What follows belongs to an exercise in optimizing a design on an open flow for small area; a production flow would make more cautious choices.
The RTL was checked by simulation tests, not by an equivalence proof against the original design.
Power is estimated from default activity; no workload was simulated.

$ cat flow/design.v
module fifo_sync #(
    parameter integer FIFO_DEPTH = 16,
    parameter integer DATA_RESET = 0,
    parameter integer DATA_WIDTH = 32
) (
    input  logic                    clk_i,
    input  logic                    rst_ni,
    input  logic                    clr_i,
    input  logic                    we_i,
    input  logic [DATA_WIDTH-1:0]   wdata_i,
    output logic                    full_o,
    input  logic                    re_i,
    output logic [DATA_WIDTH-1:0]   rdata_o,
    output logic                    empty_o
);
    localparam integer ADDR_WIDTH = $clog2(FIFO_DEPTH);
    logic [DATA_WIDTH-1:0] fifo_data_q [0:FIFO_DEPTH-1];
    logic [ADDR_WIDTH:0]   ri_q;
    logic [ADDR_WIDTH-1:0] ri;
    logic [ADDR_WIDTH:0]   wi_q;
    logic [ADDR_WIDTH-1:0] wi;
    assign ri = ri_q[ADDR_WIDTH-1:0];
    assign wi = wi_q[ADDR_WIDTH-1:0];
    always_ff @(posedge clk_i or negedge rst_ni) begin
        if(rst_ni == 1'b0) ri_q <= {ADDR_WIDTH+1{1'b0}};
        else begin
            if(clr_i == 1'b1) ri_q <= {ADDR_WIDTH+1{1'b0}};
            else if(re_i == 1'b1) ri_q <= ri_q + {{ADDR_WIDTH{1'b0}}, 1'b1};
        end
    end
    always_ff @(posedge clk_i or negedge rst_ni) begin
        if(rst_ni == 1'b0) wi_q <= {ADDR_WIDTH+1{1'b0}};
        else begin
            if(clr_i == 1'b1) wi_q <= {ADDR_WIDTH+1{1'b0}};
            else if(we_i == 1'b1) wi_q <= wi_q + {{ADDR_WIDTH{1'b0}}, 1'b1};
        end
    end
    genvar g;
    for(g = 0; g < FIFO_DEPTH; g = g + 1) begin : fifo_data_genblk
        if(DATA_RESET != 0) begin : rst_genblk
            always_ff @(posedge clk_i or negedge rst_ni) begin
                if(rst_ni == 1'b0) fifo_data_q[g] <= {DATA_WIDTH{1'b0}};
                else if(clr_i == 1'b1) fifo_data_q[g] <= {DATA_WIDTH{1'b0}};
                else if(we_i == 1'b1 && wi == g) fifo_data_q[g] <= wdata_i;
            end
        end
        else begin : nrst_genblk
            always_ff @(posedge clk_i) begin
                if(clr_i == 1'b1) fifo_data_q[g] <= {DATA_WIDTH{1'b0}};
                else if(we_i == 1'b1 && wi == g) fifo_data_q[g] <= wdata_i;
            end
        end
    end
    assign rdata_o = fifo_data_q[ri];
    assign full_o = (ri_q[ADDR_WIDTH] != wi_q[ADDR_WIDTH]) &&
                    (ri_q[ADDR_WIDTH-1:0] == wi_q[ADDR_WIDTH-1:0]);
    assign empty_o = ri_q == wi_q;
endmodule
module rv0_sbuf (
    input  logic            clk_i,
    input  logic            rst_ni,
    input  logic            flush_i,
    input  logic [31:0]     addr_i,
    input  logic [31:0]     insn_i,
    input  logic [31:0]     idata1_i,
    input  logic [31:0]     idata2_i,
    input  logic [31:0]     tags_i,
    input  logic            rdy_i,
    output logic            ack_o,
    output logic [31:0]     insn_o,
    output logic [31:0]     addr_o,
    output logic [31:0]     idata1_o,
    output logic [31:0]     idata2_o,
    output logic [31:0]     tags_o,
    output logic            rdy_o,
    input  logic            ack_i
);
    always_ff @(posedge clk_i or negedge rst_ni) begin
        if(rst_ni == 1'b0) begin
            insn_o   <= 32'h13;
            addr_o   <= 32'h0;
            idata1_o <= 32'h0;
            idata2_o <= 32'h0;
            tags_o   <= 32'h0;
            rdy_o    <= 1'b0;
        end
        else begin
            if(rdy_i == 1'b1 && ack_i == 1'b1) begin
                addr_o   <= addr_i;
                insn_o   <= insn_i;
                idata1_o <= idata1_i;
                idata2_o <= idata2_i;
                tags_o   <= tags_i;
            end
            rdy_o <= rdy_i || (rdy_o && !ack_i);
            if(flush_i == 1'b1) begin
                rdy_o <= 1'b0;
            end
        end
    end
    assign ack_o = ack_i;
endmodule
module rv0_ifu #(
    parameter logic [31:0] PC_RST_VAL = 32'h0010_0000
) (
    input  logic            clk_i,
    input  logic            rst_ni,
    input  logic            ifu_flush_i,
    input  logic [31:0]     ct_target_i,
    input  logic            ct_trans_i,
    output logic [31:0]     sbuf_insn_o,
    output logic [31:0]     sbuf_addr_o,
    output logic            sbuf_rdy_o,
    input  logic            sbuf_ack_i,
    output logic [31:0]     imem_haddr_o,
    output logic [1:0]      imem_htrans_o,
    input  logic [31:0]     imem_hrdata_i,
    input  logic            imem_hreadyout_i
);
    localparam logic [1:0] HTRANS_IDLE   = 2'd0;
    localparam logic [1:0] HTRANS_NONSEQ = 2'd2;
    localparam logic [1:0] HTRANS_SEQ    = 2'd3;
    localparam logic [5:0] S_IDLE       = 6'b000001;
    localparam logic [5:0] S_REQ_NONSEQ = 6'b000010;
    localparam logic [5:0] S_REQ_SEQ    = 6'b000100;
    localparam logic [5:0] S_PEND_RSP   = 6'b010000;
    localparam logic [5:0] S_PEND_ACK   = 6'b100000;
    logic [31:0]    pc_q;
    logic [31:0]    pc_d;
    logic [31:0]    sbuf_insn;
    logic [31:0]    sbuf_addr;
    logic           sbuf_rdy;
    logic           sbuf_ack;
    logic [31:0]    pend_addr_q;
    logic [31:0]    pend_addr_d;
    logic [5:0]     imem_fsm_state_q;
    logic [5:0]     imem_fsm_state_d;
    always_comb begin
        imem_fsm_state_d = imem_fsm_state_q;
        case(imem_fsm_state_q)
            S_IDLE: begin
                if(sbuf_ack == 1'b1) begin
                    imem_fsm_state_d = S_REQ_NONSEQ;
                end
            end
            S_REQ_NONSEQ: begin
                if(imem_hreadyout_i == 1'b1) begin
                    imem_fsm_state_d = S_REQ_SEQ;
                end
                else begin
                    imem_fsm_state_d = S_PEND_RSP;
                end
            end
            S_REQ_SEQ: begin
                if(sbuf_ack == 1'b0) begin
                    imem_fsm_state_d = S_PEND_ACK;
                end
                if(imem_hreadyout_i == 1'b0) begin
                    imem_fsm_state_d = S_PEND_RSP;
                end
            end
            S_PEND_RSP: begin
                if(imem_hreadyout_i == 1'b1) begin
                    imem_fsm_state_d = S_REQ_SEQ;
                end
            end
            S_PEND_ACK: begin
                if(sbuf_ack == 1'b1) begin
                    imem_fsm_state_d = S_IDLE;
                end
            end
            default: ;
        endcase
        if(ct_trans_i == 1'b1) imem_fsm_state_d = S_IDLE;
    end
    always_ff @(posedge clk_i or negedge rst_ni) begin
        if(rst_ni == 1'b0) imem_fsm_state_q <= S_IDLE;
        else imem_fsm_state_q <= imem_fsm_state_d;
    end
    always_comb begin
        pc_d = pc_q;
        case(imem_fsm_state_q)
            S_REQ_NONSEQ: pc_d = pc_q + 32'h4;
            S_REQ_SEQ:    pc_d = pc_q + 32'h4;
            default: ;
        endcase
        case(imem_fsm_state_d)
            S_PEND_ACK:   pc_d = pc_q;
            S_PEND_RSP:   pc_d = pc_q;
            default: ;
        endcase
        if(ct_trans_i == 1'b1) begin
            pc_d = ct_target_i;
        end
    end
    always_ff @(posedge clk_i or negedge rst_ni) begin
        if(rst_ni == 1'b0) pc_q <= PC_RST_VAL;
        else pc_q <= pc_d;
    end
    assign imem_haddr_o = pc_q;
    always_comb begin
        case(imem_fsm_state_q)
            S_REQ_NONSEQ: imem_htrans_o = HTRANS_NONSEQ;
            S_REQ_SEQ:    imem_htrans_o = HTRANS_SEQ;
            default:      imem_htrans_o = HTRANS_IDLE;
        endcase
        if(sbuf_ack == 1'b0) imem_htrans_o = HTRANS_IDLE;
    end
    always_comb begin
        pend_addr_d = pend_addr_q;
        case(imem_fsm_state_q)
            S_REQ_NONSEQ: pend_addr_d = pc_q;
            S_REQ_SEQ:    pend_addr_d = pc_q;
            default: ;
        endcase
        if(imem_fsm_state_d == S_PEND_ACK) begin
            pend_addr_d = pend_addr_q;
        end
        if(imem_fsm_state_d == S_PEND_RSP) begin
            pend_addr_d = pend_addr_q;
        end
    end
    always_ff @(posedge clk_i or negedge rst_ni) begin
        if(rst_ni == 1'b0) pend_addr_q <= PC_RST_VAL;
        else pend_addr_q <= pend_addr_d;
    end
    always_comb begin
        sbuf_rdy = 1'b0;
        case(imem_fsm_state_q)
            S_REQ_SEQ:     sbuf_rdy = 1'b1;
            S_PEND_ACK:    sbuf_rdy = 1'b1;
            default: ;
        endcase
        if(imem_hreadyout_i == 1'b0) begin
            sbuf_rdy = 1'b0;
        end
    end
    assign sbuf_insn = imem_hrdata_i;
    assign sbuf_addr = pend_addr_q;
    rv0_sbuf
    u_ifu_sbuf (
        .clk_i      (clk_i          ),
        .rst_ni     (rst_ni         ),
        .flush_i    (ifu_flush_i    ),
        .addr_i     (sbuf_addr      ),
        .insn_i     (sbuf_insn      ),
        .idata1_i   (32'h0          ),
        .idata2_i   (32'h0          ),
        .tags_i     (32'h0          ),
        .rdy_i      (sbuf_rdy       ),
        .ack_o      (sbuf_ack       ),
        .insn_o     (sbuf_insn_o    ),
        .addr_o     (sbuf_addr_o    ),
        .idata1_o   (               ),
        .idata2_o   (               ),
        .tags_o     (               ),
        .rdy_o      (sbuf_rdy_o     ),
        .ack_i      (sbuf_ack_i     )
    );
endmodule
module rv0_rf_i (
    input  logic            clk_i,
    input  logic            rst_ni,
    input  logic [4:0]      raddr1_i,
    output logic [31:0]     rdata1_o,
    input  logic [4:0]      raddr2_i,
    output logic [31:0]     rdata2_o,
    input  logic [4:0]      waddr_i,
    input  logic [31:0]     wdata_i,
    input  logic            we_i
);
    logic [31:0] reg_out [0:31];
    assign reg_out[0] = 32'h0;
    genvar i;
    for(i = 1; i < 32; i = i + 1) begin : rf_i_genblk
        logic [31:0] reg_q;
        always_ff @(posedge clk_i or negedge rst_ni) begin
            if(rst_ni == 1'b0) reg_q <= 32'h0;
            else if(we_i == 1'b1 && waddr_i == i) reg_q <= wdata_i;
        end
        assign reg_out[i] = reg_q;
    end  
    assign rdata1_o = reg_out[raddr1_i];
    assign rdata2_o = reg_out[raddr2_i];
endmodule
module rv0_idu (
    input  logic            clk_i,
    input  logic            rst_ni,
    input  logic            idu_flush_i,
    input  logic [4:0]      rfi_waddr_i,
    input  logic [31:0]     rfi_wdata_i,
    input  logic            rfi_we_i,
    input  logic [31:0]     ipu_insn_i,
    input  logic [31:0]     ipu_addr_i,
    input  logic            ipu_rdy_i,
    output logic            ipu_ack_o,
    output logic [31:0]     idu0_insn_o,
    output logic [31:0]     idu0_addr_o,
    output logic [31:0]     idu0_idata1_o,
    output logic [31:0]     idu0_idata2_o,
    output logic            idu0_rdy_o,
    input  logic            idu0_ack_i,
    output logic [31:0]     idu1_insn_o,
    output logic [31:0]     idu1_addr_o,
    output logic [31:0]     idu1_idata1_o,
    output logic [31:0]     idu1_idata2_o,
    output logic            idu1_rdy_o,
    input  logic            idu1_ack_i
);
    localparam logic [6:0] LUI       = 7'b0110111;
    localparam logic [6:0] AUIPC     = 7'b0010111;
    localparam logic [6:0] JAL       = 7'b1101111;
    localparam logic [6:0] JALR      = 7'b1100111;
    localparam logic [6:0] BRANCH    = 7'b1100011;
    localparam logic [6:0] LOAD      = 7'b0000011;
    localparam logic [6:0] STORE     = 7'b0100011;
    localparam logic [6:0] OP_IMM    = 7'b0010011;
    localparam logic [6:0] OP        = 7'b0110011;
    localparam logic [6:0] OP_IMM_32 = 7'b0011011;
    localparam logic [6:0] OP_32     = 7'b0111011;
    logic [6:0] opcode;
    logic [4:0] rd;
    logic [4:0] rs1;
    logic [4:0] rs2;
    assign opcode = ipu_insn_i[6:0];
    assign rd     = ipu_insn_i[11:7];
    assign rs1    = ipu_insn_i[19:15];
    assign rs2    = ipu_insn_i[24:20];
    logic r_lsu;
    assign r_lsu = opcode == LOAD || opcode == STORE;
    logic [2:0] r_reg;
    always_comb begin
        case(opcode)
            LUI:        r_reg = 3'b001;
            AUIPC:      r_reg = 3'b001;
            JAL:        r_reg = 3'b001;
            JALR:       r_reg = 3'b011;
            BRANCH:     r_reg = 3'b110;
            LOAD:       r_reg = 3'b011;
            STORE:      r_reg = 3'b110;
            OP_IMM:     r_reg = 3'b011;
            OP:         r_reg = 3'b111;
            OP_IMM_32:  r_reg = 3'b011;
            OP_32:      r_reg = 3'b111;
            default:    r_reg = 3'b000;
        endcase
    end
    logic [7:0] ireg_res_cnt_q [0:31];
    logic [7:0] ireg_res_cnt_d [0:31];
    assign ireg_res_cnt_q[0] = 8'h0;
    assign ireg_res_cnt_d[0] = 8'h0;
    genvar i;
    for(i = 1; i < 32; i = i + 1) begin : res_cnt_genblk
        always_comb begin
            ireg_res_cnt_d[i] = ireg_res_cnt_q[i];
            if(r_reg[0] == 1'b1 && rd == i && ipu_rdy_i == 1'b1 && ipu_ack_o == 1'b1) begin
                ireg_res_cnt_d[i] = ireg_res_cnt_d[i] + 8'h1;
            end
            if(rfi_waddr_i == i && rfi_we_i == 1'b1) begin
                ireg_res_cnt_d[i] = ireg_res_cnt_d[i] - 8'h1;
            end
            if(idu_flush_i == 1'b1) begin
                ireg_res_cnt_d[i] = 8'h0;
            end
        end
        always_ff @(posedge clk_i or negedge rst_ni) begin
            if(rst_ni == 1'b0) ireg_res_cnt_q[i] <= 8'h0;
            else ireg_res_cnt_q[i] <= ireg_res_cnt_d[i];
        end
    end  
    logic [31:0] rfi_rdata1;
    logic [31:0] rfi_rdata2;
    rv0_rf_i
    u_rfi (
        .clk_i              (clk_i              ),
        .rst_ni             (rst_ni             ),
        .raddr1_i           (rs1                ),
        .rdata1_o           (rfi_rdata1         ),
        .raddr2_i           (rs2                ),
        .rdata2_o           (rfi_rdata2         ),
        .waddr_i            (rfi_waddr_i        ),
        .wdata_i            (rfi_wdata_i        ),
        .we_i               (rfi_we_i           )
    );
    logic [31:0] imm;
    always_comb begin
        case(opcode)
            LUI:     imm = {ipu_insn_i[31:12], 12'h0};
            AUIPC:   imm = {ipu_insn_i[31:12], 12'h0};
            OP_IMM:  imm = {{20{ipu_insn_i[31]}}, ipu_insn_i[31:20]};
            default: imm = 32'h0;
        endcase
    end
    logic [31:0] irdata1;
    logic [31:0] irdata2;
    assign irdata1 = r_reg[1] ? rfi_rdata1 : 32'h0;
    assign irdata2 = r_reg[2] ? rfi_rdata2 : imm;
    logic stall;
    logic iss;
    logic idx;
    assign stall = (ireg_res_cnt_q[rs1] != 8'h0 && r_reg[1] == 1'b1) ||
                   (ireg_res_cnt_q[rs2] != 8'h0 && r_reg[2] == 1'b1);
    assign iss   = !stall;
    assign idx   = r_lsu;
    logic idu_sbuf_rdy0;
    logic idu_sbuf_rdy1;
    logic idu_sbuf_ack0;
    logic idu_sbuf_ack1;
    assign idu_sbuf_rdy0 = ipu_rdy_i && iss && idx == 1'b0;
    assign idu_sbuf_rdy1 = ipu_rdy_i && iss && idx == 1'b1;
    always_comb begin
        ipu_ack_o = idx ? idu_sbuf_ack1 : idu_sbuf_ack0;
        if(iss == 1'b0) begin
            ipu_ack_o = 1'b0;
        end
        if(ipu_rdy_i == 1'b0) begin
            ipu_ack_o = 1'b1;
        end
    end
    rv0_sbuf
    u_idu_sbuf0 (
        .clk_i      (clk_i              ),
        .rst_ni     (rst_ni             ),
        .flush_i    (idu_flush_i        ),
        .addr_i     (ipu_addr_i         ),
        .insn_i     (ipu_insn_i         ),
        .idata1_i   (irdata1            ),
        .idata2_i   (irdata2            ),
        .tags_i     (32'h0              ),
        .rdy_i      (idu_sbuf_rdy0      ),
        .ack_o      (idu_sbuf_ack0      ),
        .insn_o     (idu0_insn_o        ),
        .addr_o     (idu0_addr_o        ),
        .idata1_o   (idu0_idata1_o      ),
        .idata2_o   (idu0_idata2_o      ),
        .tags_o     (                   ),
        .rdy_o      (idu0_rdy_o         ),
        .ack_i      (idu0_ack_i         )
    );
    rv0_sbuf
    u_idu_sbuf1 (
        .clk_i      (clk_i              ),
        .rst_ni     (rst_ni             ),
        .flush_i    (idu_flush_i        ),
        .addr_i     (ipu_addr_i         ),
        .insn_i     (ipu_insn_i         ),
        .idata1_i   (irdata1            ),
        .idata2_i   (irdata2            ),
        .tags_i     (32'h0              ),
        .rdy_i      (idu_sbuf_rdy1      ),
        .ack_o      (idu_sbuf_ack1      ),
        .insn_o     (idu1_insn_o        ),
        .addr_o     (idu1_addr_o        ),
        .idata1_o   (idu1_idata1_o      ),
        .idata2_o   (idu1_idata2_o      ),
        .tags_o     (                   ),
        .rdy_o      (idu1_rdy_o         ),
        .ack_i      (idu1_ack_i         )
    );
endmodule
module rv0_alu_i (
    input  logic [31:0]     alu_insn_i,
    input  logic [31:0]     alu_addr_i,
    input  logic [31:0]     alu_rdata1_i,
    input  logic [31:0]     alu_rdata2_i,
    output logic [31:0]     alu_wdata_o
);
    localparam logic [6:0] LUI    = 7'b0110111;
    localparam logic [6:0] AUIPC  = 7'b0010111;
    localparam logic [6:0] OP_IMM = 7'b0010011;
    localparam logic [6:0] OP     = 7'b0110011;
    localparam logic [2:0] ADD  = 3'b000;
    localparam logic [2:0] SLL  = 3'b001;
    localparam logic [2:0] SLT  = 3'b010;
    localparam logic [2:0] SLTU = 3'b011;
    localparam logic [2:0] XOR  = 3'b100;
    localparam logic [2:0] SRL  = 3'b101;
    localparam logic [2:0] OR   = 3'b110;
    localparam logic [2:0] AND  = 3'b111;
    logic [6:0]         opcode;
    logic [2:0]         funct3;
    logic [4:0]         shamt;
    logic               mod;
    logic [31:0]        alu_res;
    assign opcode = alu_insn_i[6:0];
    assign funct3 = alu_insn_i[14:12];
    assign mod    = alu_insn_i[30];
    logic        [31:0] rdata1;
    logic        [31:0] rdata2;
    logic signed [31:0] srdata1;
    logic signed [31:0] srdata2;
    assign rdata1  = alu_rdata1_i;
    assign rdata2  = alu_rdata2_i;
    assign srdata1 = alu_rdata1_i;
    assign srdata2 = alu_rdata2_i;
    assign shamt = rdata2[4:0];
    always_comb begin
        alu_res = 32'h0;
        case(opcode)
            LUI:   alu_res = {alu_insn_i[31:12], 12'h0};
            AUIPC: alu_res = {alu_insn_i[31:12], 12'h0} + alu_addr_i;
            OP_IMM: begin
                case(funct3)
                    ADD:  alu_res = rdata1 + rdata2;
                    SLL:  alu_res = rdata1 << shamt;
                    SLT:  alu_res = {31'h0, srdata1 < srdata2};
                    SLTU: alu_res = {31'h0, rdata1 < rdata2};
                    XOR:  alu_res = rdata1 ^ rdata2;
                    SRL: begin
                        if(mod == 1'b1) alu_res = srdata1 >>> shamt;
                        else alu_res = rdata1 >> shamt;
                    end
                    OR:   alu_res = rdata1 | rdata2;
                    AND:  alu_res = rdata1 & rdata2;
                endcase
            end
            OP: begin
                case(funct3)
                    ADD:  alu_res = mod ? rdata1 - rdata2 : rdata1 + rdata2;
                    SLL:  alu_res = rdata1 << shamt;
                    SLT:  alu_res = {31'h0, srdata1 < srdata2};
                    SLTU: alu_res = {31'h0, rdata1 < rdata2};
                    XOR:  alu_res = rdata1 ^ rdata2;
                    SRL: begin
                        if(mod) alu_res = srdata1 >>> shamt;
                        else alu_res = rdata1 >> shamt;
                    end
                    OR:   alu_res = rdata1 | rdata2;
                    AND:  alu_res = rdata1 & rdata2;
                endcase
            end
            default: alu_res = rdata1 + rdata2;
        endcase
    end
    assign alu_wdata_o = alu_res;
endmodule
module rv0_alu_b (
    input  logic [31:0]     alu_insn_i,
    input  logic [31:0]     alu_addr_i,
    input  logic [31:0]     alu_rdata1_i,
    input  logic [31:0]     alu_rdata2_i,
    output logic [31:0]     alu_ct_wdata_o,
    output logic [31:0]     alu_ct_target_o,
    output logic            alu_ct_trans_o
);
    localparam logic [6:0] JAL    = 7'b1101111;
    localparam logic [6:0] JALR   = 7'b1100111;
    localparam logic [6:0] BRANCH = 7'b1100011;
    localparam logic [2:0] BEQ  = 3'b000;
    localparam logic [2:0] BNE  = 3'b001;
    localparam logic [2:0] BLT  = 3'b100;
    localparam logic [2:0] BGE  = 3'b101;
    localparam logic [2:0] BLTU = 3'b110;
    localparam logic [2:0] BGEU = 3'b111;
    logic [6:0]     opcode;
    logic [2:0]     funct3;
    assign opcode = alu_insn_i[6:0];
    assign funct3 = alu_insn_i[14:12];
    logic        [31:0] rdata1;
    logic        [31:0] rdata2;
    logic signed [31:0] srdata1;
    logic signed [31:0] srdata2;
    assign rdata1  = alu_rdata1_i;
    assign rdata2  = alu_rdata2_i;
    assign srdata1 = alu_rdata1_i;
    assign srdata2 = alu_rdata2_i;
    logic [31:0] jal_ct_target_offs;
    logic [31:0] jalr_ct_target_offs;
    logic [31:0] branch_ct_target_offs;
    assign jal_ct_target_offs = {
        {11{alu_insn_i[31]}},
        alu_insn_i[31],
        alu_insn_i[19:12],
        alu_insn_i[20],
        alu_insn_i[30:21],
        1'b0
    };
    assign jalr_ct_target_offs = {
        {20{alu_insn_i[31]}},
        alu_insn_i[31:20]
    };
    assign branch_ct_target_offs = {
        {19{alu_insn_i[31]}},
        alu_insn_i[31],
        alu_insn_i[7],
        alu_insn_i[30:25],
        alu_insn_i[11:8],
        1'b0
    };
    always_comb begin
        alu_ct_wdata_o  = 32'h0;
        alu_ct_target_o = 32'h0;
        alu_ct_trans_o  = 1'b0;
        case(opcode)
            JAL: begin
                alu_ct_wdata_o  = alu_addr_i + 32'h4;
                alu_ct_target_o = alu_addr_i + jal_ct_target_offs;
                alu_ct_trans_o  = 1'b1;
            end
            JALR: begin
                alu_ct_wdata_o  = alu_addr_i + 32'h4;
                alu_ct_target_o = (rdata1 + jalr_ct_target_offs) & 32'hffff_fffe;
                alu_ct_trans_o  = 1'b1;
            end
            BRANCH: begin
                alu_ct_target_o = alu_addr_i + branch_ct_target_offs;
                case(funct3)
                    BEQ:  alu_ct_trans_o = rdata1 == rdata2;
                    BNE:  alu_ct_trans_o = rdata1 != rdata2;
                    BLT:  alu_ct_trans_o = srdata1 <  srdata2;
                    BGE:  alu_ct_trans_o = srdata1 >= srdata2;
                    BLTU: alu_ct_trans_o = rdata1 <  rdata2;
                    BGEU: alu_ct_trans_o = rdata1 >= rdata2;
                    default: ;
                endcase
            end
            default: ;
        endcase
    end
endmodule
module rv0_exu_ib (
    input  logic            clk_i,
    input  logic            rst_ni,
    input  logic            exu_flush_i,
    input  logic [31:0]     idu_insn_i,
    input  logic [31:0]     idu_addr_i,
    input  logic [31:0]     idu_idata1_i,
    input  logic [31:0]     idu_idata2_i,
    input  logic            idu_rdy_i,
    output logic            idu_ack_o,
    output logic [31:0]     exu_insn_o,
    output logic [31:0]     exu_addr_o,
    output logic [31:0]     exu_idata1_o,
    output logic [31:0]     exu_idata2_o,
    output logic [31:0]     exu_tags_o,
    output logic            exu_rdy_o,
    input  logic            exu_ack_i
);
    localparam logic [6:0] JAL  = 7'b1101111;
    localparam logic [6:0] JALR = 7'b1100111;
    localparam integer EXU_BUF_WIDTH = 3*32 + 32;
    logic                       exu_buf_we;
    logic [EXU_BUF_WIDTH-1:0]   exu_buf_wdata;
    logic                       exu_buf_full;
    logic                       exu_buf_re;
    logic [EXU_BUF_WIDTH-1:0]   exu_buf_rdata;
    logic                       exu_buf_empty;
    logic [31:0]                exu_buf_insn;
    logic [31:0]                exu_buf_addr;
    logic [31:0]                exu_buf_idata1;
    logic [31:0]                exu_buf_idata2;
    logic [6:0]                 exu_sbuf_opcode;
    logic [31:0]                exu_sbuf_insn;
    logic [31:0]                exu_sbuf_addr;
    logic [31:0]                exu_sbuf_idata1;
    logic [31:0]                exu_sbuf_idata2;
    logic [31:0]                exu_sbuf_tags;
    logic                       exu_sbuf_rdy;
    logic                       exu_sbuf_ack;
    logic [31:0]                alu_wdata;
    logic [31:0]                alu_ct_wdata;
    logic [31:0]                alu_ct_target;
    logic                       alu_ct_trans;
    assign exu_buf_we = idu_rdy_i == 1'b1 && idu_ack_o == 1'b1 && exu_buf_full == 1'b0;
    assign exu_buf_re = exu_sbuf_rdy == 1'b1 && exu_sbuf_ack == 1'b1 && exu_buf_empty == 1'b0;
    assign exu_buf_wdata = {
        idu_insn_i,
        idu_addr_i,
        idu_idata1_i,
        idu_idata2_i
    };
    assign idu_ack_o = exu_buf_full == 1'b0;
    assign {
        exu_buf_insn,
        exu_buf_addr,
        exu_buf_idata1,
        exu_buf_idata2
    } = exu_buf_rdata;
    assign exu_sbuf_opcode = exu_buf_insn[6:0];
    assign exu_sbuf_insn   = exu_buf_insn;
    assign exu_sbuf_addr   = exu_buf_addr;
    assign exu_sbuf_idata2 = alu_ct_target;
    assign exu_sbuf_tags   = {
        30'b0,
        alu_ct_trans,
        1'b0
    };
    assign exu_sbuf_rdy    = exu_buf_empty == 1'b0;
    always_comb begin
        case(exu_sbuf_opcode)
            JAL:     exu_sbuf_idata1 = alu_ct_wdata;
            JALR:    exu_sbuf_idata1 = alu_ct_wdata;
            default: exu_sbuf_idata1 = alu_wdata;
        endcase
    end
    fifo_sync #(.DATA_WIDTH(EXU_BUF_WIDTH))
    u_exu_buf (
        .clk_i              (clk_i              ),
        .rst_ni             (rst_ni             ),
        .clr_i              (exu_flush_i        ),
        .we_i               (exu_buf_we         ),
        .wdata_i            (exu_buf_wdata      ),
        .full_o             (exu_buf_full       ),
        .re_i               (exu_buf_re         ),
        .rdata_o            (exu_buf_rdata      ),
        .empty_o            (exu_buf_empty      )
    );
    rv0_alu_i
    u_alu_i (
        .alu_insn_i         (exu_buf_insn       ),
        .alu_addr_i         (exu_buf_addr       ),
        .alu_rdata1_i       (exu_buf_idata1     ),
        .alu_rdata2_i       (exu_buf_idata2     ),
        .alu_wdata_o        (alu_wdata          )
    );
    rv0_alu_b
    u_alu_b (
        .alu_insn_i         (exu_buf_insn       ),
        .alu_addr_i         (exu_buf_addr       ),
        .alu_rdata1_i       (exu_buf_idata1     ),
        .alu_rdata2_i       (exu_buf_idata2     ),
        .alu_ct_wdata_o     (alu_ct_wdata       ),
        .alu_ct_target_o    (alu_ct_target      ),
        .alu_ct_trans_o     (alu_ct_trans       )
    );
    rv0_sbuf
    u_exu_sbuf (
        .clk_i              (clk_i              ),
        .rst_ni             (rst_ni             ),
        .flush_i            (exu_flush_i        ),
        .addr_i             (exu_sbuf_addr      ),
        .insn_i             (exu_sbuf_insn      ),
        .idata1_i           (exu_sbuf_idata1    ),
        .idata2_i           (exu_sbuf_idata2    ),
        .tags_i             (exu_sbuf_tags      ),
        .rdy_i              (exu_sbuf_rdy       ),
        .ack_o              (exu_sbuf_ack       ),
        .insn_o             (exu_insn_o         ),
        .addr_o             (exu_addr_o         ),
        .idata1_o           (exu_idata1_o       ),
        .idata2_o           (exu_idata2_o       ),
        .tags_o             (exu_tags_o         ),
        .rdy_o              (exu_rdy_o          ),
        .ack_i              (exu_ack_i          )
    );
endmodule
module rv0_lsu (
    input  logic            clk_i,
    input  logic            rst_ni,
    input  logic            exu_flush_i,
    input  logic [31:0]     idu_insn_i,
    input  logic [31:0]     idu_addr_i,
    input  logic [31:0]     idu_idata1_i,
    input  logic [31:0]     idu_idata2_i,
    input  logic            idu_rdy_i,
    output logic            idu_ack_o,
    output logic [31:0]     exu_insn_o,
    output logic [31:0]     exu_addr_o,
    output logic [31:0]     exu_idata1_o,
    output logic [31:0]     exu_idata2_o,
    output logic [31:0]     exu_tags_o,
    output logic            exu_rdy_o,
    input  logic            exu_ack_i,
    output logic [31:0]     dmem_haddr_o,
    output logic [2:0]      dmem_hsize_o,
    output logic [1:0]      dmem_htrans_o,
    output logic [31:0]     dmem_hwdata_o,
    output logic [3:0]      dmem_hwstrb_o,
    output logic            dmem_hwrite_o,
    input  logic [31:0]     dmem_hrdata_i,
    input  logic            dmem_hreadyout_i
);
    localparam logic [6:0] STORE = 7'b0100011;
    localparam logic [1:0] HTRANS_IDLE   = 2'd0;
    localparam logic [1:0] HTRANS_NONSEQ = 2'd2;
    localparam logic [2:0] LB  = 3'b000;
    localparam logic [2:0] LH  = 3'b001;
    localparam logic [2:0] LW  = 3'b010;
    localparam logic [2:0] LBU = 3'b100;
    localparam logic [2:0] LHU = 3'b101;
    localparam logic [2:0] SB = 3'b000;
    localparam logic [2:0] SH = 3'b001;
    localparam logic [2:0] SW = 3'b010;
    localparam logic [2:0] SD = 3'b011;
    localparam logic [2:0] S_IDLE    = 3'b001;
    localparam logic [2:0] S_LD_NSEQ = 3'b010;
    localparam logic [2:0] S_ST_NSEQ = 3'b100;
    logic [2:0] dmem_fsm_state_q;
    logic [2:0] dmem_fsm_state_d;
    localparam integer DMEM_BUF_WIDTH = 3*32 + 32;
    logic                       exu_buf_we;
    logic [DMEM_BUF_WIDTH-1:0]  exu_buf_wdata;
    logic                       exu_buf_full;
    logic                       exu_buf_re;
    logic [DMEM_BUF_WIDTH-1:0]  exu_buf_rdata;
    logic                       exu_buf_empty;
    logic [31:0]                exu_insn_q;
    logic [31:0]                exu_insn_d;
    logic [31:0]                exu_addr_q;
    logic [31:0]                exu_addr_d;
    logic [31:0]                exu_idata1;
    logic [31:0]                exu_idata2;
    logic [31:0]                exu_sbuf_insn;
    logic [31:0]                exu_sbuf_addr;
    logic [31:0]                exu_sbuf_idata;
    logic                       exu_sbuf_rdy;
    logic                       exu_sbuf_ack;
    fifo_sync #(.DATA_WIDTH(DMEM_BUF_WIDTH), .DATA_RESET(1))
    u_exu_buf (
        .clk_i      (clk_i              ),
        .rst_ni     (rst_ni             ),
        .clr_i      (exu_flush_i        ),
        .we_i       (exu_buf_we         ),
        .wdata_i    (exu_buf_wdata      ),
        .full_o     (exu_buf_full       ),
        .re_i       (exu_buf_re         ),
        .rdata_o    (exu_buf_rdata      ),
        .empty_o    (exu_buf_empty      )
    );
    assign exu_buf_we = idu_rdy_i == 1'b1 && idu_ack_o == 1'b1;
    assign exu_buf_wdata = {
        idu_insn_i,
        idu_addr_i,
        idu_idata1_i,
        idu_idata2_i
    };
    always_comb begin
        exu_buf_re = 1'b0;
        case(dmem_fsm_state_d)
            S_LD_NSEQ: exu_buf_re = dmem_hreadyout_i;
            S_ST_NSEQ: exu_buf_re = dmem_hreadyout_i;
            default: ;
        endcase
        if(exu_sbuf_ack == 1'b0) exu_buf_re = 1'b0;
    end
    assign {
        exu_insn_d,
        exu_addr_d,
        exu_idata1,
        exu_idata2
    } = exu_buf_rdata;
    always_ff @(posedge clk_i) begin
        if(dmem_hreadyout_i == 1'b1 && exu_sbuf_ack == 1'b1) begin
            exu_insn_q <= exu_insn_d;
            exu_addr_q <= exu_addr_d;
        end
    end
    logic buf_st;
    assign buf_st = exu_insn_d[6:0] == STORE;
    always_comb begin
        dmem_fsm_state_d = dmem_fsm_state_q;
        case(dmem_fsm_state_q)
            S_IDLE: begin
                if(exu_buf_empty == 1'b0 && buf_st == 1'b1) begin
                    dmem_fsm_state_d = S_ST_NSEQ;
                end
                if(exu_buf_empty == 1'b0 && buf_st == 1'b0) begin
                    dmem_fsm_state_d = S_LD_NSEQ;
                end
            end
            S_LD_NSEQ: begin
                if(exu_buf_empty == 1'b1) begin
                    dmem_fsm_state_d = S_IDLE;
                end
                else if(buf_st == 1'b1) begin
                    dmem_fsm_state_d = S_ST_NSEQ;
                end
                if(dmem_hreadyout_i == 1'b0) begin
                    dmem_fsm_state_d = S_LD_NSEQ;
                end
                if(exu_sbuf_ack == 1'b0) begin
                    dmem_fsm_state_d = S_IDLE;
                end
            end
            S_ST_NSEQ: begin
                if(exu_buf_empty == 1'b1) begin
                    dmem_fsm_state_d = S_IDLE;
                end
                else if(buf_st == 1'b0) begin
                    dmem_fsm_state_d = S_LD_NSEQ;
                end
                if(dmem_hreadyout_i == 1'b0) begin
                    dmem_fsm_state_d = S_LD_NSEQ;
                end
                if(exu_sbuf_ack == 1'b0) begin
                    dmem_fsm_state_d = S_IDLE;
                end
            end
            default: ;
        endcase
    end
    always_ff @(posedge clk_i or negedge rst_ni) begin
        if(rst_ni == 1'b0) dmem_fsm_state_q <= S_IDLE;
        else dmem_fsm_state_q <= dmem_fsm_state_d;
    end
    always_comb begin
        dmem_haddr_o = 32'h0;
        case(dmem_fsm_state_d)
            S_LD_NSEQ: dmem_haddr_o = exu_idata1;
            S_ST_NSEQ: dmem_haddr_o = exu_idata1;
            default: ;
        endcase
    end
    always_comb begin
        dmem_hsize_o = 3'h0;
        case(dmem_fsm_state_d)
            S_LD_NSEQ: dmem_hsize_o = {1'b0, exu_insn_d[13:12]};
            S_ST_NSEQ: dmem_hsize_o = {1'b0, exu_insn_d[13:12]};
            default: ;
        endcase
    end
    always_comb begin
        dmem_htrans_o = HTRANS_IDLE;
        case(dmem_fsm_state_d)
            S_LD_NSEQ: dmem_htrans_o = HTRANS_NONSEQ;
            S_ST_NSEQ: dmem_htrans_o = HTRANS_NONSEQ;
            default: ;
        endcase
    end
    always_ff @(posedge clk_i or negedge rst_ni) begin
        if(rst_ni == 1'b0) dmem_hwdata_o <= 32'h0;
        else if(dmem_fsm_state_d == S_ST_NSEQ) begin
            dmem_hwdata_o <= exu_idata2;
        end
    end
    always_comb begin
        dmem_hwstrb_o = 4'h0;
        if(dmem_fsm_state_d == S_ST_NSEQ) begin
            case(exu_insn_d[14:12])
                SB: dmem_hwstrb_o = 4'b0001;
                SH: dmem_hwstrb_o = 4'b0011;
                SW: dmem_hwstrb_o = 4'b1111;
                SD: dmem_hwstrb_o = 4'b1111;
                default: ;
            endcase
        end
    end
    assign dmem_hwrite_o = dmem_fsm_state_d == S_ST_NSEQ;
    always_comb begin
        idu_ack_o = 1'b1;
        if(exu_buf_full == 1'b1) begin
            idu_ack_o = 1'b0;
        end
        if(idu_rdy_i == 1'b0) begin
            idu_ack_o = 1'b1;
        end
    end
    always_comb begin
        exu_sbuf_idata = 32'h0;
        case(exu_sbuf_insn[14:12])
            LB:  exu_sbuf_idata = {{24{dmem_hrdata_i[7]}},  dmem_hrdata_i[7:0]};
            LH:  exu_sbuf_idata = {{16{dmem_hrdata_i[15]}}, dmem_hrdata_i[15:0]};
            LW:  exu_sbuf_idata = dmem_hrdata_i;
            LBU: exu_sbuf_idata = {24'h0, dmem_hrdata_i[7:0]};
            LHU: exu_sbuf_idata = {16'h0, dmem_hrdata_i[15:0]};
            default: ;
        endcase
    end
    logic rsp_pend_q;
    logic rsp_pend_d;
    logic ack_pend_q;
    logic ack_pend_d;
    always_comb begin
        rsp_pend_d = rsp_pend_q;
        if(dmem_htrans_o != HTRANS_IDLE && dmem_hreadyout_i == 1'b1) rsp_pend_d = 1'b1;
        if(dmem_htrans_o == HTRANS_IDLE && dmem_hreadyout_i == 1'b1) rsp_pend_d = 1'b0;
    end
    always_ff @(posedge clk_i or negedge rst_ni) begin
        if(rst_ni == 1'b0) rsp_pend_q <= 1'b0;
        else rsp_pend_q <= rsp_pend_d;
    end
    always_comb begin
        ack_pend_d = ack_pend_q;
        if(exu_sbuf_rdy == 1'b1 && exu_sbuf_ack == 1'b0) begin
            ack_pend_d = 1'b1;
        end
        if(exu_sbuf_ack == 1'b1) begin
            ack_pend_d = 1'b0;
        end
    end
    always_ff @(posedge clk_i or negedge rst_ni) begin
        if(rst_ni == 1'b0) ack_pend_q <= 1'b0;
        else ack_pend_q <= ack_pend_d;
    end
    assign exu_sbuf_insn = exu_insn_q;
    assign exu_sbuf_addr = exu_addr_q;
    always_comb begin
        exu_sbuf_rdy = 1'b0;
        case(dmem_fsm_state_q)
            S_IDLE: begin
                exu_sbuf_rdy = rsp_pend_q && dmem_hreadyout_i == 1'b1;
            end
            S_LD_NSEQ: begin
                exu_sbuf_rdy = dmem_hreadyout_i;
            end
            S_ST_NSEQ: begin
                exu_sbuf_rdy = dmem_hreadyout_i;
            end
            default: ;
        endcase
        if(ack_pend_q == 1'b1) begin
            exu_sbuf_rdy = 1'b1;
        end
    end
    rv0_sbuf
    u_exu_sbuf (
        .clk_i      (clk_i              ),
        .rst_ni     (rst_ni             ),
        .flush_i    (exu_flush_i        ),
        .addr_i     (exu_sbuf_addr      ),
        .insn_i     (exu_sbuf_insn      ),
        .idata1_i   (exu_sbuf_idata     ),
        .idata2_i   (32'h0              ),
        .tags_i     (32'h0              ),
        .rdy_i      (exu_sbuf_rdy       ),
        .ack_o      (exu_sbuf_ack       ),
        .insn_o     (exu_insn_o         ),
        .addr_o     (exu_addr_o         ),
        .idata1_o   (exu_idata1_o       ),
        .idata2_o   (exu_idata2_o       ),
        .tags_o     (exu_tags_o         ),
        .rdy_o      (exu_rdy_o          ),
        .ack_i      (exu_ack_i          )
    );
endmodule
module rv0_wbu (
    input  logic            clk_i,
    input  logic            rst_ni,
    output logic [31:0]     ct_target_o,
    output logic            ct_trans_o,
    input  logic [31:0]     exu0_insn_i,
    input  logic [31:0]     exu0_idata1_i,
    input  logic [31:0]     exu0_idata2_i,
    input  logic [31:0]     exu0_tags_i,
    input  logic            exu0_rdy_i,
    output logic            exu0_ack_o,
    input  logic [31:0]     exu1_insn_i,
    input  logic [31:0]     exu1_idata1_i,
    input  logic [31:0]     exu1_idata2_i,
    input  logic [31:0]     exu1_tags_i,
    input  logic            exu1_rdy_i,
    output logic            exu1_ack_o,
    output logic [4:0]      rfi_waddr_o,
    output logic [31:0]     rfi_wdata_o,
    output logic            rfi_we_o
);
    localparam logic [6:0] LUI       = 7'b0110111;
    localparam logic [6:0] AUIPC     = 7'b0010111;
    localparam logic [6:0] JAL       = 7'b1101111;
    localparam logic [6:0] JALR      = 7'b1100111;
    localparam logic [6:0] BRANCH    = 7'b1100011;
    localparam logic [6:0] LOAD      = 7'b0000011;
    localparam logic [6:0] OP_IMM    = 7'b0010011;
    localparam logic [6:0] OP        = 7'b0110011;
    localparam logic [6:0] OP_IMM_32 = 7'b0011011;
    localparam logic [6:0] OP_32     = 7'b0111011;
    logic exu_idx_q;
    logic exu_idx_d;
    always_comb begin
        exu_idx_d = exu_idx_q;
        if(exu_idx_q == 1'b0) begin
            if(exu0_rdy_i == 1'b1) exu_idx_d = 1'b0;
            if(exu1_rdy_i == 1'b1) exu_idx_d = 1'b1;
        end
        else begin
            if(exu1_rdy_i == 1'b1) exu_idx_d = 1'b1;
            if(exu0_rdy_i == 1'b1) exu_idx_d = 1'b0;
        end
    end
    always_ff @(posedge clk_i or negedge rst_ni) begin
        if(rst_ni == 1'b0) exu_idx_q <= 1'b0;
        else exu_idx_q <= exu_idx_d;
    end
    assign exu0_ack_o = exu0_rdy_i == 1'b0 || exu_idx_q == 1'b0;
    assign exu1_ack_o = exu1_rdy_i == 1'b0 || exu_idx_q == 1'b1;
    logic [31:0] wbu_insn;
    logic [31:0] wbu_idata1;
    logic [31:0] wbu_idata2;
    logic [31:0] wbu_tags;
    logic        wbu_rdy;
    logic [6:0]  wbu_opcode;
    assign wbu_insn   = exu_idx_q ? exu1_insn_i   : exu0_insn_i;
    assign wbu_idata1 = exu_idx_q ? exu1_idata1_i : exu0_idata1_i;
    assign wbu_idata2 = exu_idx_q ? exu1_idata2_i : exu0_idata2_i;
    assign wbu_tags   = exu_idx_q ? exu1_tags_i   : exu0_tags_i;
    assign wbu_rdy    = exu_idx_q ? exu1_rdy_i    : exu0_rdy_i;
    assign wbu_opcode = wbu_insn[6:0];
    always_comb begin
        case(wbu_opcode)
            LUI:        rfi_we_o = 1'b1;
            AUIPC:      rfi_we_o = 1'b1;
            JAL:        rfi_we_o = 1'b1;
            JALR:       rfi_we_o = 1'b1;
            LOAD:       rfi_we_o = 1'b1;
            OP_IMM:     rfi_we_o = 1'b1;
            OP:         rfi_we_o = 1'b1;
            OP_IMM_32:  rfi_we_o = 1'b1;
            OP_32:      rfi_we_o = 1'b1;
            default:    rfi_we_o = 1'b0;
        endcase
        if(wbu_rdy == 1'b0) rfi_we_o = 1'b0;
    end
    assign rfi_waddr_o = wbu_insn[11:7];
    assign rfi_wdata_o = wbu_idata1;
    always_comb begin
        ct_trans_o = 1'b0;
        case(wbu_opcode)
            JAL:    ct_trans_o = 1'b1;
            JALR:   ct_trans_o = 1'b1;
            BRANCH: ct_trans_o = ^wbu_tags[1:0];
            default: ;
        endcase
        if(wbu_rdy == 1'b0) ct_trans_o = 1'b0;
    end
    assign ct_target_o = wbu_idata2;
endmodule
module rv0_core (
    input  logic            clk_i,
    input  logic            rst_ni,
    output logic [31:0]     imem_haddr_o,
    output logic [1:0]      imem_htrans_o,
    input  logic [31:0]     imem_hrdata_i,
    input  logic            imem_hreadyout_i,
    output logic [31:0]     dmem_haddr_o,
    output logic [2:0]      dmem_hsize_o,
    output logic [1:0]      dmem_htrans_o,
    output logic [31:0]     dmem_hwdata_o,
    output logic [3:0]      dmem_hwstrb_o,
    output logic            dmem_hwrite_o,
    input  logic [31:0]     dmem_hrdata_i,
    input  logic            dmem_hreadyout_i
);
    logic [31:0]    ifu_insn;
    logic [31:0]    ifu_addr;
    logic           ifu_rdy;
    logic           ifu_ack;
    logic [31:0]    idu0_insn,   idu1_insn;
    logic [31:0]    idu0_addr,   idu1_addr;
    logic [31:0]    idu0_idata1, idu1_idata1;
    logic [31:0]    idu0_idata2, idu1_idata2;
    logic           idu0_rdy,    idu1_rdy;
    logic           idu0_ack,    idu1_ack;
    logic [31:0]    exu0_insn,   exu1_insn;
    logic [31:0]    exu0_idata1, exu1_idata1;
    logic [31:0]    exu0_idata2, exu1_idata2;
    logic [31:0]    exu0_tags,   exu1_tags;
    logic           exu0_rdy,    exu1_rdy;
    logic           exu0_ack,    exu1_ack;
    logic [4:0]     rfi_waddr;
    logic [31:0]    rfi_wdata;
    logic           rfi_we;
    logic [31:0]    ct_target;
    logic           ct_trans;
    logic           flush;
    assign flush = ct_trans == 1'b1;
    rv0_ifu
    u_ifu (
        .clk_i              (clk_i              ),
        .rst_ni             (rst_ni             ),
        .ifu_flush_i        (flush              ),
        .ct_target_i        (ct_target          ),
        .ct_trans_i         (ct_trans           ),
        .sbuf_insn_o        (ifu_insn           ),
        .sbuf_addr_o        (ifu_addr           ),
        .sbuf_rdy_o         (ifu_rdy            ),
        .sbuf_ack_i         (ifu_ack            ),
        .imem_haddr_o       (imem_haddr_o       ),
        .imem_htrans_o      (imem_htrans_o      ),
        .imem_hrdata_i      (imem_hrdata_i      ),
        .imem_hreadyout_i   (imem_hreadyout_i   )
    );
    rv0_idu
    u_idu (
        .clk_i              (clk_i              ),
        .rst_ni             (rst_ni             ),
        .idu_flush_i        (flush              ),
        .rfi_waddr_i        (rfi_waddr          ),
        .rfi_wdata_i        (rfi_wdata          ),
        .rfi_we_i           (rfi_we             ),
        .ipu_insn_i         (ifu_insn           ),
        .ipu_addr_i         (ifu_addr           ),
        .ipu_rdy_i          (ifu_rdy            ),
        .ipu_ack_o          (ifu_ack            ),
        .idu0_insn_o        (idu0_insn          ),
        .idu0_addr_o        (idu0_addr          ),
        .idu0_idata1_o      (idu0_idata1        ),
        .idu0_idata2_o      (idu0_idata2        ),
        .idu0_rdy_o         (idu0_rdy           ),
        .idu0_ack_i         (idu0_ack           ),
        .idu1_insn_o        (idu1_insn          ),
        .idu1_addr_o        (idu1_addr          ),
        .idu1_idata1_o      (idu1_idata1        ),
        .idu1_idata2_o      (idu1_idata2        ),
        .idu1_rdy_o         (idu1_rdy           ),
        .idu1_ack_i         (idu1_ack           )
    );
    rv0_exu_ib
    u_exu_ib (
        .clk_i              (clk_i              ),
        .rst_ni             (rst_ni             ),
        .exu_flush_i        (flush              ),
        .idu_insn_i         (idu0_insn          ),
        .idu_addr_i         (idu0_addr          ),
        .idu_idata1_i       (idu0_idata1        ),
        .idu_idata2_i       (idu0_idata2        ),
        .idu_rdy_i          (idu0_rdy           ),
        .idu_ack_o          (idu0_ack           ),
        .exu_insn_o         (exu0_insn          ),
        .exu_addr_o         (                   ),
        .exu_idata1_o       (exu0_idata1        ),
        .exu_idata2_o       (exu0_idata2        ),
        .exu_tags_o         (exu0_tags          ),
        .exu_rdy_o          (exu0_rdy           ),
        .exu_ack_i          (exu0_ack           )
    );
    rv0_lsu
    u_lsu (
        .clk_i              (clk_i              ),
        .rst_ni             (rst_ni             ),
        .exu_flush_i        (flush              ),
        .idu_insn_i         (idu1_insn          ),
        .idu_addr_i         (idu1_addr          ),
        .idu_idata1_i       (idu1_idata1        ),
        .idu_idata2_i       (idu1_idata2        ),
        .idu_rdy_i          (idu1_rdy           ),
        .idu_ack_o          (idu1_ack           ),
        .exu_insn_o         (exu1_insn          ),
        .exu_addr_o         (                   ),
        .exu_idata1_o       (exu1_idata1        ),
        .exu_idata2_o       (exu1_idata2        ),
        .exu_tags_o         (exu1_tags          ),
        .exu_rdy_o          (exu1_rdy           ),
        .exu_ack_i          (exu1_ack           ),
        .dmem_haddr_o       (dmem_haddr_o       ),
        .dmem_hsize_o       (dmem_hsize_o       ),
        .dmem_htrans_o      (dmem_htrans_o      ),
        .dmem_hwdata_o      (dmem_hwdata_o      ),
        .dmem_hwstrb_o      (dmem_hwstrb_o      ),
        .dmem_hwrite_o      (dmem_hwrite_o      ),
        .dmem_hrdata_i      (dmem_hrdata_i      ),
        .dmem_hreadyout_i   (dmem_hreadyout_i   )
    );
    rv0_wbu
    u_wbu (
        .clk_i              (clk_i              ),
        .rst_ni             (rst_ni             ),
        .ct_target_o        (ct_target          ),
        .ct_trans_o         (ct_trans           ),
        .exu0_insn_i        (exu0_insn          ),
        .exu0_idata1_i      (exu0_idata1        ),
        .exu0_idata2_i      (exu0_idata2        ),
        .exu0_tags_i        (exu0_tags          ),
        .exu0_rdy_i         (exu0_rdy           ),
        .exu0_ack_o         (exu0_ack           ),
        .exu1_insn_i        (exu1_insn          ),
        .exu1_idata1_i      (exu1_idata1        ),
        .exu1_idata2_i      (exu1_idata2        ),
        .exu1_tags_i        (exu1_tags          ),
        .exu1_rdy_i         (exu1_rdy           ),
        .exu1_ack_o         (exu1_ack           ),
        .rfi_waddr_o        (rfi_waddr          ),
        .rfi_wdata_o        (rfi_wdata          ),
        .rfi_we_o           (rfi_we             )
    );
endmodule
$ cat flow/run.sh
#!/bin/bash
# synth_recipe.tcl (not shown) runs the flow's synth.tcl, then flattens the netlist and writes it again
# the make line also repeats each setting of config.mk as NAME=value (left out here)
make -C /OpenROAD-flow-scripts/flow DESIGN_CONFIG=/design/flow/config.mk WORK_HOME=/design/flow/orfs CLKGATE_MAP_FILE= SYNTH_SCRIPT=/design/flow/synth_recipe.tcl finish
$ cat flow/config.mk
export PLATFORM = sky130hd
export DESIGN_NAME = rv0_core
export DESIGN_NICKNAME = rv0_core
export VERILOG_FILES = /design/flow/design.v
export SDC_FILE = /design/flow/constraint.sdc
export NUM_CORES = 8
export LEC_CHECK = 0
export CAP_MARGIN = 20
export CORE_MARGIN = 2
export CORE_UTILIZATION = 35
export PLACE_DENSITY = 0.5
export SLEW_MARGIN = 20
$ cat flow/constraint.sdc
create_clock -name core_clock -period 11.0 [get_ports {clk_i}]
set_input_delay 2.2000 -clock core_clock [delete_from_list [all_inputs] [get_ports {clk_i}]]
set_output_delay 2.2000 -clock core_clock [all_outputs]
set_load 0.01 [all_outputs]
==> out/summary.txt <==
Status - no timing/DRC/antenna violations
Total number of yosys warnings - 16
Post-DR wirelength/cell - 34.3 µm
Setup TNS - 0 ps
Total routed wirelength - 1320000 µm
Residual overflow from global routing - 0
Unrepaired setup endpoints after global routing - no
CTS-repair resized insts - 0
EDFF count, synth - 15
Final Max Slew Viols - 0
Vias in the first global route - 223000
I/O Buffers - 173
Hold-fix buffers at CTS - 0
Crit Path Class - flip-flop to output port
Post-DP HPWL - 796000 µm
Minimum period implied by the final worst setup slack - 9400 ps
Site Rows - 309
Synth async-reset ratio - 59.5%
DRC - 0
Clock latency (worst-skew pair) - 1220 ps
Final GP Congestion - 0.980
Num Clock Sinks - 5092
CP top delay family - compound AO/OA/AOI/OAI gates
Layout area overhead - 12.3%
P per Cell Area - 276 nW/µm²
Switch share - 46.3%
Core area - 707000 µm²
Peak VDD IR - 0.278 mV
TritonCTS Buffers - 595
Antenna Violating Nets Remaining - 0
Detailed Route Iter0 Violations - 36500
Fmax - 0.106 GHz
Arr. time, crit path - 7200 ps
Die Height - 846 µm
DRT Pass-1 Iters - 9
Setup WS pre-CTS - 2060 ps
Int Pwr - 41.2 mW
Clk buf depth - 4
Worst path buffer plus inverter count - 2
Combinational share of power - 42.6%
Post-CTS setup buffer count - 0
Synth Instances - 30200
Worst setup EP type - output port
Die width - 846 µm
Initial antenna violation count - 109
Fin nets - 29100
Root Driver - clkbuf_16
Final worst slack - 1600 ps
Sw Pwr - 35.6 mW
Leakage - 110 nW
Main synth FF type - dfrtp_1
Tcrit/Tclk final - 85.4%
#FFs+latches synth - 5092
Worst slew margin - 10.9%
Placed Area - 258000 µm²
Critical path's slowest cell - nand2_1
Vias per inst - 6.26
Fin. Hold Viols - 0
H-tree depth - 6
Crit-path cells - nand2_1, nor2_4, buf_4, o21a_1, a2111oi_0, nand4_1, o31ai_4, nand3_1, o21ai_2, and2_1, clkdlybuf4s50_1
Post-Syn Area - 248000 µm²
Starting Density - 35.1%
WP data required - 8800 ps
Sequential fraction of the synthesis area - 47.3%
Worst-path clk slew - 70 ps
First-pass GRT wire length - 1820000 µm
Synthesized area per cell - 8.21 µm²
Slowest stage delay, CP - 970 ps
Worst setup SP type - flip-flop
Fillers - 70900
Max-cap violations - 0
CP max FO - 18
Synth cell types - 108
Die area - 716000 µm²
Fin util - 39.4%
Clock share of power - 26.8%
Sequential share of power - 30.6%
Worst-Margin Slew - 1340 ps
Finished Cell Area - 279000 µm²
Largest net degree at the start of global routing - 229
Via count - 242000
Tot Pwr - 76.8 mW
Min-Delay Path Class - flip-flop to flip-flop
Total track usage - 35.3%
Final setup viols - 0
CTS tree - done
Share of cells above drive strength 1 - 8.35%
Clk_skew - 95.5 ps
Number of I/O pins - 176
[synth_stat cells, types with 40 or more instances]
master / count / area (µm²)
nand2_1: 7868 / 29500
a21oi_1: 4778 / 23900
dfrtp_1: 3010 / 75300
clkbuf_1: 2413 / 9060
dfxtp_1: 2048 / 41000
nor2_1: 1850 / 6940
a22oi_1: 1522 / 11400
o21ai_0: 609 / 3050
xnor2_1: 475 / 4160
nand3_1: 421 / 2110
a221oi_1: 337 / 2950
mux2i_1: 337 / 3370
nand4_1: 305 / 1910
mux2_2: 293 / 3300
nor3_1: 288 / 1440
a22o_1: 280 / 2450
buf_1: 261 / 980
ha_1: 256 / 3200
inv_1: 211 / 792
xor2_1: 194 / 1700
and3_1: 169 / 1060
buf_4: 159 / 1190
a222oi_1: 156 / 1560
buf_2: 156 / 781
o22ai_1: 147 / 920
and2_1: 109 / 682
a31oi_1: 107 / 669
a211oi_1: 103 / 773
nor4_1: 87 / 544
o211ai_1: 79 / 593
a21o_1: 75 / 563
or3_1: 64 / 400
o21a_1: 58 / 435
and4_1: 52 / 455
or2_2: 50 / 313
o31ai_1: 48 / 360
nand3b_1: 45 / 338
o2111ai_1: 44 / 385
a221o_1: 43 / 430
nand2b_1: 42 / 263
nor2b_1: 41 / 257
a41oi_1: 40 / 350
[worst register-to-register path: stages, from the launching register on]
cell	delay, ps
dfrtp_1	500
inv_1	250
ha_4	630
or3_1	410
or2_4	780
o221ai_1	390
o32ai_1	540
nand2_1	200
nor3_1	1050
buf_4	310
nand3_1	80
buf_4	260
mux2_2	310
ha_1	240
fa_1	470
a21o_1	200
a21oi_1	210
o21bai_1	140
a31o_2	270
a21oi_1	390
o31a_1	280
o31ai_1	150
a21o_1	210
a21oi_1	250
o21ai_0	160
xnor2_1	150
a221o_1	310
[power by group through the flow]
stage,combinational (mW),clock (mW),sequential [mW]
final,32.7,20.6,23.5
after global routing,33.6,21.5,23.6
after CTS,31.4,20.8,23.3
after detailed placement,31.2,0,23.7
after global placement,31.3,0,23.7
after floorplan,17.7,0,21.6
[logic make-up after synthesis]
| family | share of synthesized area, % |
|---|---|
| other | 0.00151 |
| flip-flops | 47.3 |
| multiplexers | 2.80 |
| AO/OA/AOI/OAI | 21.9 |
| buffers and inverters | 5.18 |
| XOR/XNOR | 2.37 |
| AND/OR/NAND/NOR | 19.2 |
| adder cells (fa/ha/maj) | 1.34 |
[path summary, 6_finish.rpt]
check	from	endpoint	slack (ps)	cells past startpoint
setup / recovery	u_ifu.u_ifu_sbuf.insn_o[24]	imem_htrans_o[1]	1600	11
hold / removal	u_exu_ib.u_exu_buf.fifo_data_q[0][72]	u_exu_ib.u_exu_buf.fifo_data_q[0][72]	450	2
setup reg to reg	u_exu_ib.u_exu_buf.ri_q[0]	u_exu_ib.u_exu_sbuf.idata2_o[29]	1720	26
hold reg to reg	u_exu_ib.u_exu_buf.fifo_data_q[0][72]	u_exu_ib.u_exu_buf.fifo_data_q[0][72]	450	2
max in group asynchronous	rst_ni	u_lsu.u_exu_sbuf.idata1_o[30]	7450	3
min in group asynchronous	rst_ni	u_lsu.u_exu_buf.fifo_data_q[12][25]	950	1
[layer usage]
layer	track usage, %	wire (µm)	vias up	part of all wire (%)
met4	17.9	80900	74	6.1
met1	47.8	536000	121000	40
li1	-	-	102000	-
met5	0	510	-	0.039
met2	51.8	556000	15300	42
met3	9.60	151000	3586	11
[cell type report]
type	count	area, µm²	share of cell area [%]
Antenna cell	77	193	0.0691
Clock buffer	900	17900	6.41
Clock inverter	174	2220	0.796
Inverter	218	822	0.295
Multi-Input combinational cell	21900	120000	43.2
Sequential cell	5092	117000	42.1
Tap cell	9330	11700	4.19
Timing Repair Buffer	907	8150	2.93
[flip-flops by register name, summed over array words and instances (netlist names), 12 cells and up]
name and flops:
u_exu_ib.u_exu_buf.fifo_data_q 2048, u_lsu.u_exu_buf.fifo_data_q 1264, u_idu.u_rfi.rf_i_genblk.reg_q 992, u_idu.ireg_res_cnt_q 248
u_exu_ib.u_exu_sbuf.idata1_o 32, u_exu_ib.u_exu_sbuf.idata2_o 32, u_idu.u_idu_sbuf0.addr_o 32, u_idu.u_idu_sbuf0.idata1_o 32
u_idu.u_idu_sbuf0.idata2_o 32, u_idu.u_idu_sbuf0.insn_o 32, u_idu.u_idu_sbuf1.idata1_o 32, u_idu.u_idu_sbuf1.idata2_o 32
u_ifu.pc_q 32, u_ifu.pend_addr_q 32, u_ifu.u_ifu_sbuf.addr_o 32, u_ifu.u_ifu_sbuf.insn_o 32
u_lsu.dmem_hwdata_o 32, u_lsu.u_exu_sbuf.idata1_o 32, u_idu.u_idu_sbuf1.insn_o 15, u_lsu.exu_insn_q 15
u_exu_ib.u_exu_sbuf.insn_o 12, u_lsu.u_exu_sbuf.insn_o 12
[per-stage QoR]
step	hold slack, ps	instances
finish	450	38600
global placement	438	37500
floorplan	432	30200
detailed placement	442	37500
CTS	450	38600
global route	466	38600
[cell usage in the layout (no fill, tap or decap), drive strengths merged, types with 475 or more instances in the layout]
cell type / n
nand2: 7868
buf: 735
xnor2: 475
a22oi: 1522
a21oi: 4778
clkbuf: 900
dfxtp: 2048
dfrtp: 3010
o21ai: 617
nor2: 1856

==> re-timing with driven ports <==
The flow's constraints put no driver on any port. The routed layout listed below was extracted and timed again, unchanged, in two steps.
Step 1 (the two cells are an assumption about what drives the block):
set clk [get_ports {clk_i}]
set_driving_cell -lib_cell sky130_fd_sc_hd__clkbuf_16 $clk
set_driving_cell -lib_cell sky130_fd_sc_hd__buf_2 [delete_from_list [all_inputs] $clk]
Step 2, shift: input delay + t, output delay - t, t = (earliest + latest rising clock arrival at the registers) / 2. This alone moves slack from input paths to output paths.
Three values: ideal ports, drivers, drivers and shift; two values: the first two.
t, ns: 1.322
slack for setup (ns): 1.604 / 1.444 / 1.715
clock arrival spread, ns: 0.115 / 0.115
worst slew at a driven data input, ns: 0.13
After both steps this run still meets setup and hold. For this run, drivers alone change the setup slack by -0.160 ns; drivers and shift together by +0.111 ns.
